From an optimization exercise on the open Yosys and OpenROAD flow, aimed at small area, a short achievable clock period and few clock cycles per item; shortcuts taken in it are not production practice. Where RTL was checked, it was by simulation tests only, not by an equivalence proof against the original.

Design sigmoid_unit, start of the top module:
module sigmoid_unit (
    input  wire               clk,
    input  wire               rst,
    input  wire               in_valid,
    input  wire signed [15:0] net_in,
    output wire               out_valid,
    output wire signed [31:0] f_net,
    output wire signed [31:0] x,
    output wire signed [31:0] y,
    output wire signed [31:0] z
);
clock: 62.0 ns
lec_check: 0
abc_area: 1
cap_margin: 20
core_margin: 2
core_utilization: 40
cts_buf_list: sky130_fd_sc_hd__clkbuf_4 sky130_fd_sc_hd__clkbuf_8
slew_margin: 20
standard.sh (not shown) runs the stock make flow with config.mk's settings and CLKGATE_MAP_FILE= SYNTH_SCRIPT=/design/flow/synth_recipe.tcl, a recipe that flattens the netlist after the stock synthesis.
==> flow/flow/run.sh <==
#!/bin/bash
set -euo pipefail
export BUFFER_PORTS_ARGS="-buffer_cell sky130_fd_sc_hd__buf_1"
# one tie cell drives all constant outputs
export SKIP_REPAIR_TIE_FANOUT=1
bash standard.sh > standard.log 2>&1
Testbench counts at the start, summed over its fixed seeds: cycles 16,024, items 16,000.
Edit:
--- a/flow/design.v
+++ b/flow/design.v
@@ -310,18 +310,20 @@
 assign qh1[7] = qh1_p[8] ^ qh1_g2_7;
 assign qh1[8] = qh1_p[9] ^ qh1_g3_8;
 assign qh1[9] = qh1_p[10] ^ qh1_g3_9;
 wire [9:0]  yv  = s1 ? (q0 ? {nv[8:0], 1'b0} : {~v, 1'b1}) : {v, ~q0};
 wire [9:0]  zv  = s1 ? (q0 ? qh1 : {1'b0, qh}) : zp;
 wire        yneg0 = s1 & (d1 >= 16'd1002);
 wire        yneg1 = s1 & (d1 != 16'd1001);
 wire        yneg2 = s1 & ((|d1[15:10]) | (d1[9:0] >= 10'd1002));
 wire        yneg3 = s1 & (d1[15:1] != 15'd500);
+wire        yneg4 = s1 & (d1 > 16'd1001);
+wire        yneg5 = s1 & ((|d1[15:11]) | (d1[10:0] > 11'd1001));
 wire [15:0] nn;
 wire [16:0] nn_p, nn_g;
 assign nn_g[0] = 1'b0; assign nn_p[0] = 1'b0;
 assign nn_p[1] = (d1[0] ^ s1) ^ (s1); assign nn_g[1] = (d1[0] ^ s1) & (s1);
 assign nn_p[2] = (d1[1] ^ s1) ^ (1'b0); assign nn_g[2] = (d1[1] ^ s1) & (1'b0);
 assign nn_p[3] = (d1[2] ^ s1) ^ (1'b0); assign nn_g[3] = (d1[2] ^ s1) & (1'b0);
 assign nn_p[4] = (d1[3] ^ s1) ^ (1'b1); assign nn_g[4] = (d1[3] ^ s1) & (1'b1);
 assign nn_p[5] = (d1[4] ^ s1) ^ (~s1); assign nn_g[5] = (d1[4] ^ s1) & (~s1);
 assign nn_p[6] = (d1[5] ^ s1) ^ (s1); assign nn_g[6] = (d1[5] ^ s1) & (s1);
@@ -562,38 +564,40 @@
 assign xx[15] = xx_p[16] ^ xx_g14_15;
 assign xx[16] = xx_p[17] ^ xx_g15_16;
 assign xx[17] = xx_p[18] ^ xx_g16_17;
 assign xx[18] = xx_p[19] ^ xx_g17_18;
 assign xx[19] = xx_p[20] ^ xx_g18_19;
 assign xx[20] = xx_p[21] ^ xx_g19_20;
 assign xx[21] = xx_p[22] ^ xx_g20_21;
 reg        vo;
 reg [2:0] xs;
-reg [3:0] ys;
+reg [5:0] ys;
 reg [21:0] xr;
 reg [9:0]  yr;
 reg [9:0]  zr;
 always @(posedge clk) begin
     vo <= v1 & ~rst;
     xs[0] <= s1;
     xs[1] <= s1 & (d1 != 16'd1000);
     xs[2] <= nn[15];
     ys[0] <= yneg0;
     ys[1] <= yneg1;
     ys[2] <= yneg2;
     ys[3] <= yneg3;
+    ys[4] <= yneg4;
+    ys[5] <= yneg5;
     xr <= xx;
     yr <= yv;
     zr <= zv;
 end
 assign out_valid = vo;
 assign x     = {xs[0], xs[0], xs[0], xs[1], xs[1], xs[2], xs[2], xr, 3'b000};
-assign y     = {ys[0], ys[0], ys[0], ys[0], ys[0], ys[0], ys[1], ys[1], ys[1], ys[1], ys[1], ys[2], ys[2], ys[2], ys[2], ys[2], ys[2], ys[3], ys[3], ys[3], ys[3], ys[3], yr};
+assign y     = {ys[0], ys[0], ys[0], ys[0], ys[1], ys[1], ys[1], ys[1], ys[2], ys[2], ys[2], ys[3], ys[3], ys[3], ys[3], ys[4], ys[4], ys[4], ys[4], ys[5], ys[5], ys[5], yr};
 assign z     = {21'd0, zr, yr[0]};
 assign f_net = {22'd0, zr};
 endmodule
 module pfx_row_h3_11_11 (
     input  wire [10:0] t,
     input  wire [10:0] d,
     input  wire        hz,
     output wire        ge,
     output wire [10:0] r
After rerunning: Clock-buffer cell count shrinks by 1; maximum frequency stays flat; die area is higher by 1.5%; global-route usage climbs by 0.57 points; via count went up by 2.3%; cell count goes up by 1.5%; core utilization grows by 0.28 points; sequential share of layout area is about the same; setup slack gets better by 16 ps; wire length increases by 5.1%.
The RTL of the second run of this note was laid out without a check of its function.

* * *

## job 3565
Another version of the RTL of sigmoid_unit (not shown whole).
For scale: roughly 1400 cells after synthesis, about 150 I/O pins, about 11000 um^2 of cells after synthesis.
==> flow/design.v (excerpt) <==
module sigmoid_unit (
    input  wire               clk,
    input  wire               rst,
    input  wire               in_valid,
    input  wire signed [15:0] net_in,
    output wire               out_valid,
    output wire signed [31:0] f_net,
    output wire signed [31:0] x,
    output wire signed [31:0] y,
    output wire signed [31:0] z
);
reg [14:0] nx_q;
reg        s_q;
reg        v0;
always @(posedge clk) begin
    nx_q  <= net_in[14:0] ^ {15{net_in[15]}};
    s_q   <= net_in[15];
    v0    <= in_valid & ~rst;
end
wire        s0 = s_q;
wire [15:0] nx0 = {1'b0, nx_q};
wire [15:0] d0 = (nx0 + {15'd0, s0} + 16'd1000);
wire [10:0] tk9 = ~11'd1953;    
wire [10:0] df9;
wire        ge9;
pfxi_row_rc_r11_11_11 row9 (.t(tk9), .d(d0[10:0]), .hz(~|d0[15:11]), .ge(ge9), .r(df9));
wire [10:0] tr9 = df9;
wire [11:0] tk8 = {tr9, 1'b1};
wire [11:0] df8;
wire        ge8;
pfxi_row_h3_r12_12_12 row8 (.t(tk8), .d(d0[11:0]), .hz(~|d0[15:12]), .ge(ge8), .r(df8));
wire [11:0] tr8 = df8;
wire [12:0] tk7 = {tr8, 1'b1};
wire [12:0] df7;
wire        ge7;
pfxi_row_h3_r13_13_13 row7 (.t(tk7), .d(d0[12:0]), .hz(~|d0[15:13]), .ge(ge7), .r(df7));
wire [12:0] tr7 = df7;
wire [13:0] tk6 = {tr7, 1'b1};
wire [13:0] df6;
wire        ge6;
pfxi_row_h3_r14_14_14 row6 (.t(tk6), .d(d0[13:0]), .hz(~|d0[15:14]), .ge(ge6), .r(df6));
wire [13:0] tr6 = df6;
  ...
clock: 62.0 ns
lec_check: 0
abc_area: 1
cap_margin: 20
core_margin: 2
core_utilization: 40
slew_margin: 20
==> flow/flow/run.sh <==
#!/bin/bash
set -euo pipefail
export BUFFER_PORTS_ARGS="-buffer_cell sky130_fd_sc_hd__buf_1"
# one tie cell drives all constant outputs
export SKIP_REPAIR_TIE_FANOUT=1
# stronger flip-flops where one drives several output buffers
export POST_GLOBAL_PLACE_TCL=$PWD/flow/upsize_out_ff.tcl UPSIZE_FF4_MIN=4 UPSIZE_FF2_MIN=2
bash standard.sh > standard.log 2>&1
==> flow/flow/upsize_out_ff.tcl <==
# Give the flip-flops that drive several output-port buffers (the copies of
# the sign bits, and the z bits that also drive f_net) a stronger drive.
set block [ord::get_db_block]
set n_up 0
foreach inst [$block getInsts] {
  if {[[$inst getMaster] getName] ne "sky130_fd_sc_hd__dfxtp_1"} { continue }
  set q [$inst findITerm Q]
  set net [$q getNet]
  if {$net eq "NULL"} { continue }
  set nout 0
  foreach it [$net getITerms] {
    if {[string match "output*" [[$it getInst] getName]]} { incr nout }
  }
  if {$nout >= $::env(UPSIZE_FF4_MIN)} {
    replace_cell [$inst getName] sky130_fd_sc_hd__dfxtp_4
    incr n_up
  } elseif {$nout >= $::env(UPSIZE_FF2_MIN)} {
    replace_cell [$inst getName] sky130_fd_sc_hd__dfxtp_2
    incr n_up
  }
}
puts "upsize_out_ff: resized $n_up flip-flops"
[inputs] job 5635 vs job 3565
--- a/flow/design.v
+++ b/flow/design.v
@@ -19,15 +19,15 @@
 end
 wire        s0 = s_q;
 wire [15:0] nx0 = {1'b0, nx_q};
 wire [15:0] d0 = (nx0 + {15'd0, s0} + 16'd1000);
 wire [10:0] tk9 = ~11'd1953;    
 wire [10:0] df9;
 wire        ge9;
-pfxi_row_rc_r11_11_11 row9 (.t(tk9), .d(d0[10:0]), .hz(~|d0[15:11]), .ge(ge9), .r(df9));
+pfxi_row_h3_r11_11_11 row9 (.t(tk9), .d(d0[10:0]), .hz(~|d0[15:11]), .ge(ge9), .r(df9));
 wire [10:0] tr9 = df9;
 wire [11:0] tk8 = {tr9, 1'b1};
 wire [11:0] df8;
 wire        ge8;
 pfxi_row_h3_r12_12_12 row8 (.t(tk8), .d(d0[11:0]), .hz(~|d0[15:12]), .ge(ge8), .r(df8));
 wire [11:0] tr8 = df8;
 wire [12:0] tk7 = {tr8, 1'b1};
@@ -589,46 +589,56 @@
 end
 assign out_valid = vo;
 assign x     = {xs[0], xs[0], xs[0], xs[0], xs[1], xs[1], xs[1], xr, 3'b000};
 assign y     = {ys[0], ys[0], ys[0], ys[0], ys[0], ys[0], ys[1], ys[1], ys[1], ys[1], ys[1], ys[2], ys[2], ys[2], ys[2], ys[2], ys[2], ys[3], ys[3], ys[3], ys[3], ys[3], yr};
 assign z     = {21'd0, zr, yr[0]};
 assign f_net = {22'd0, zr};
 endmodule
-module pfxi_row_rc_r11_11_11 (
+module pfxi_row_h3_r11_11_11 (
     input  wire [10:0] t,
     input  wire [10:0] d,
     input  wire        hz,
     output wire        ge,
     output wire [10:0] r
 );
 wire [10:0] dd = d;
 wire [10:0] p = t ^ dd;    
 wire [10:0] g = t & dd;    
 wire g0_1 = g[1] | (p[1] & g[0]);
 wire p0_1 = p[1] & p[0];
+wire g0_4 = g[4] | (p[4] & g[3]);
+wire p0_4 = p[4] & p[3];
+wire g0_7 = g[7] | (p[7] & g[6]);
+wire p0_7 = p[7] & p[6];
+wire g0_10 = g[10] | (p[10] & g[9]);
+wire p0_10 = p[10] & p[9];
 wire g1_2 = g[2] | (p[2] & g0_1);
 wire p1_2 = p[2] & p0_1;
-wire g2_3 = g[3] | (p[3] & g1_2);
-wire p2_3 = p[3] & p1_2;
-wire g3_4 = g[4] | (p[4] & g2_3);
-wire p3_4 = p[4] & p2_3;
-wire g4_5 = g[5] | (p[5] & g3_4);
-wire p4_5 = p[5] & p3_4;
-wire g5_6 = g[6] | (p[6] & g4_5);
-wire p5_6 = p[6] & p4_5;
-wire g6_7 = g[7] | (p[7] & g5_6);
-wire p6_7 = p[7] & p5_6;
-wire g7_8 = g[8] | (p[8] & g6_7);
-wire p7_8 = p[8] & p6_7;
-wire g8_9 = g[9] | (p[9] & g7_8);
-wire p8_9 = p[9] & p7_8;
-wire g9_10 = g[10] | (p[10] & g8_9);
-wire p9_10 = p[10] & p8_9;
-wire [10:0] bi = {g8_9, g7_8, g6_7, g5_6, g4_5, g3_4, g2_3, g1_2, g0_1, g[0], 1'b0};
-assign ge = hz & ~g9_10;
+wire g1_5 = g[5] | (p[5] & g0_4);
+wire p1_5 = p[5] & p0_4;
+wire g1_8 = g[8] | (p[8] & g0_7);
+wire p1_8 = p[8] & p0_7;
+wire g2_5 = g1_5 | (p1_5 & g1_2);
+wire p2_5 = p1_5 & p1_2;
+wire g3_8 = g1_8 | (p1_8 & g2_5);
+wire p3_8 = p1_8 & p2_5;
+wire g4_3 = g[3] | (p[3] & g1_2);
+wire p4_3 = p[3] & p1_2;
+wire g4_4 = g0_4 | (p0_4 & g1_2);
+wire p4_4 = p0_4 & p1_2;
+wire g4_6 = g[6] | (p[6] & g2_5);
+wire p4_6 = p[6] & p2_5;
+wire g4_7 = g0_7 | (p0_7 & g2_5);
+wire p4_7 = p0_7 & p2_5;
+wire g4_9 = g[9] | (p[9] & g3_8);
+wire p4_9 = p[9] & p3_8;
+wire g4_10 = g0_10 | (p0_10 & g3_8);
+wire p4_10 = p0_10 & p3_8;
+wire [10:0] bi = {g4_9, g3_8, g4_7, g4_6, g2_5, g4_4, g4_3, g1_2, g0_1, g[0], 1'b0};
+assign ge = hz & ~g4_10;
 wire [10:0] dn = p ^ bi;    
 assign r  = ge ? dn[10:0] : t[10:0];
 endmodule
 module pfxi_row_h3_r12_12_12 (
     input  wire [11:0] t,
     input  wire [11:0] d,
     input  wire        hz,
Findings:
Taking job 3565 as the reference, in job 5635 core utilization barely changed; max-cap violation count barely changed. The endpoint of the worst setup timing path comes out f_net[1] in one run and y[28] in the other, namely in job 5635 and job 3565 respectively. Between job 3565 and job 5635, the flow reports non-clock buffer count decreasing slightly. The die used by job 5635 is smaller than the one used by job 3565. Comparing job 5635 and job 3565, slew of the pin with the lowest slew margin is lower on job 3565. Compared job 5635 vs job 3565, and clock-buffer cell count is up in job 5635. Against job 3565 as the reference, job 5635 delivers a lower total number of vias. Job 5635 vs. job 3565: area overhead of the layout relative to synthesis went down by 0.56 points. Compared with job 3565, job 5635 shows post-placement cell area lower by 2.5%. Fraction of synthesized area in multiplexers: job 5635 vs job 3565, no meaningful difference. For final worst-path cycle share, job 5635 and job 3565 come out practically identical. Diff job 5635 and job 3565: total number of multi-input combinational cells higher in job 3565.
Testbench counts of job 5635, summed over its fixed seeds: cycles 16,024, items 16,000.
For job 3565, only the layout was checked, not whether the RTL still works.

* * *

sigmoid_unit, a different RTL version from the one above (not shown whole).
For scale: ~1,400 cells after synthesis, about 100 flip-flops, ~150 I/O pins, about 0.011 sq mm of cells after synthesis.
==> flow/config.mk <==
export PLATFORM = sky130hd
export DESIGN_NAME = sigmoid_unit
export DESIGN_NICKNAME = sigmoid_unit
export VERILOG_FILES = /design/flow/design.v
export SDC_FILE = /design/flow/constraint.sdc
export NUM_CORES = 4
export LEC_CHECK = 0
export ABC_AREA = 1
export CAP_MARGIN = 20
export CORE_MARGIN = 2
export CORE_UTILIZATION = 40
export SLEW_MARGIN = 20
==> flow/constraint.sdc <==
create_clock -name core_clock -period 62.0 [get_ports {clk}]
set_input_delay 12.4000 -clock core_clock [delete_from_list [all_inputs] [get_ports {clk}]]
set_output_delay 12.4000 -clock core_clock [all_outputs]
set_load 0.01 [all_outputs]
Scripts as last shown in full above: flow/flow/run.sh, flow/flow/upsize_out_ff.tcl
Next try:
--- a/flow/design.v
+++ b/flow/design.v
@@ -3,26 +3,29 @@
     input  wire               rst,
     input  wire               in_valid,
     input  wire signed [15:0] net_in,
     output wire               out_valid,
     output wire signed [31:0] f_net,
     output wire signed [31:0] x,
     output wire signed [31:0] y,
     output wire signed [31:0] z
 );
-reg [15:0] net_q;
+reg [14:0] nx_q;
+reg        s_q;
 reg        v0;
 always @(posedge clk) begin
-    net_q <= net_in;
+    nx_q  <= net_in[14:0] ^ {15{net_in[15]}};
+    s_q   <= net_in[15];
     v0    <= in_valid & ~rst;
 end
-wire        s0 = net_q[15];
-wire [15:0] d0 = ((net_q ^ {16{s0}}) + {15'd0, s0} + 16'd1000);
+wire        s0 = s_q;
+wire [15:0] nx0 = {1'b0, nx_q};
+wire [15:0] d0 = (nx0 + {15'd0, s0} + 16'd1000);
 wire [10:0] tk9 = ~11'd1953;    
 wire [10:0] df9;
 wire        ge9;
 pfxi_row_h3_r11_11_11 row9 (.t(tk9), .d(d0[10:0]), .hz(~|d0[15:11]), .ge(ge9), .r(df9));
 wire [10:0] tr9 = df9;
 wire [11:0] tk8 = {tr9, 1'b1};
 wire [11:0] df8;
 wire        ge8;
 pfxi_row_h3_r12_12_12 row8 (.t(tk8), .d(d0[11:0]), .hz(~|d0[15:12]), .ge(ge8), .r(df8));
@@ -348,38 +351,37 @@
 assign xx[14] = xx_p[15] ^ xx_g13_14;
 assign xx[15] = xx_p[16] ^ xx_g14_15;
 assign xx[16] = xx_p[17] ^ xx_g15_16;
 assign xx[17] = xx_p[18] ^ xx_g16_17;
 assign xx[18] = xx_p[19] ^ xx_g17_18;
 assign xx[19] = xx_p[20] ^ xx_g18_19;
 assign xx[20] = xx_p[21] ^ xx_g19_20;
 assign xx[21] = xx_p[22] ^ xx_g20_21;
 reg        vo;
-reg [2:0] xs;
+reg [1:0] xs;
 reg [3:0] ys;
 reg [21:0] xr;
 reg [9:0]  yr;
 reg [9:0]  zr;
 always @(posedge clk) begin
     vo <= v1 & ~rst;
     xs[0] <= s1;
     xs[1] <= s1 & (d1 != 16'd1000);
-    xs[2] <= nn[15];
     ys[0] <= yneg0;
     ys[1] <= yneg1;
     ys[2] <= yneg2;
     ys[3] <= yneg3;
     xr <= xx;
     yr <= yv;
     zr <= zv;
 end
 assign out_valid = vo;
-assign x     = {xs[0], xs[0], xs[0], xs[1], xs[1], xs[2], xs[2], xr, 3'b000};
+assign x     = {xs[0], xs[0], xs[0], xs[0], xs[1], xs[1], xs[1], xr, 3'b000};
 assign y     = {ys[0], ys[0], ys[0], ys[0], ys[0], ys[0], ys[1], ys[1], ys[1], ys[1], ys[1], ys[2], ys[2], ys[2], ys[2], ys[2], ys[2], ys[3], ys[3], ys[3], ys[3], ys[3], yr};
 assign z     = {21'd0, zr, yr[0]};
 assign f_net = {22'd0, zr};
 endmodule
 module pfxi_row_h3_r11_11_11 (
     input  wire [10:0] t,
     input  wire [10:0] d,
     input  wire        hz,
     output wire        ge,
The new run passed the timing, design-rule and antenna checks.
Setup slack gets better by 0.0057 ns.
Clock-buffer cell count came out lower by 1.
Synthesized area went up by about 1.6%.
Sequential share of layout area came out lower by 0.37 points.
Register-to-register slack gains 0.45 ns.
Non-clock buffer count decreases by 1.
Maximum frequency hardly moves.
Design area grows by 1.2%.
Global-route usage went down by 0.92 points.
Die area went up by about 1.5%.
Sequential cell count goes down by 1.
Function was not checked in any run of this note: the RTL went through the layout flow alone.

==> re-timing with driven ports <==
The flow's constraints put no driver on any port. The routed layouts listed below were extracted and timed again, unchanged, in two steps.
Step 1 (the two cells are an assumption about what drives the block):
set clk [get_ports {clk}]
set_driving_cell -lib_cell sky130_fd_sc_hd__clkbuf_16 $clk
set_driving_cell -lib_cell sky130_fd_sc_hd__buf_2 [delete_from_list [all_inputs] $clk]
Step 2 moves the port delays by t, midway between the first and last clock arrival at a register: inputs arrive t later, outputs are due t later. That takes back most of the time a late clock gives input paths.
Three values: no drivers, after step 1, after step 2; two values: the first two.
run	t (ns)	slack for setup (ns)	worst setup path at the end	worst slew at a driven data input, ns
the first run of note 1	0.424	48.659 / 48.619 / 49.043	register to output	0.03
the second run of note 1	0.418	48.675 / 48.640 / 49.058	register to output	0.03
job 3565	0.402	48.713 / 48.669 / 48.584	input to register	0.03
job 5635	0.398	48.723 / 48.678 / 48.531	input to register	0.03
the first run of note 3	0.405	48.709 / 48.661 / 48.929	register to register	0.03
the second run of note 3	0.386	48.715 / 48.678 / 48.553	input to register	0.03
After both steps every run listed still meets setup and hold. For job 5635, which loses most, drivers alone change the setup slack by -0.045 ns; drivers and shift together by -0.192 ns.
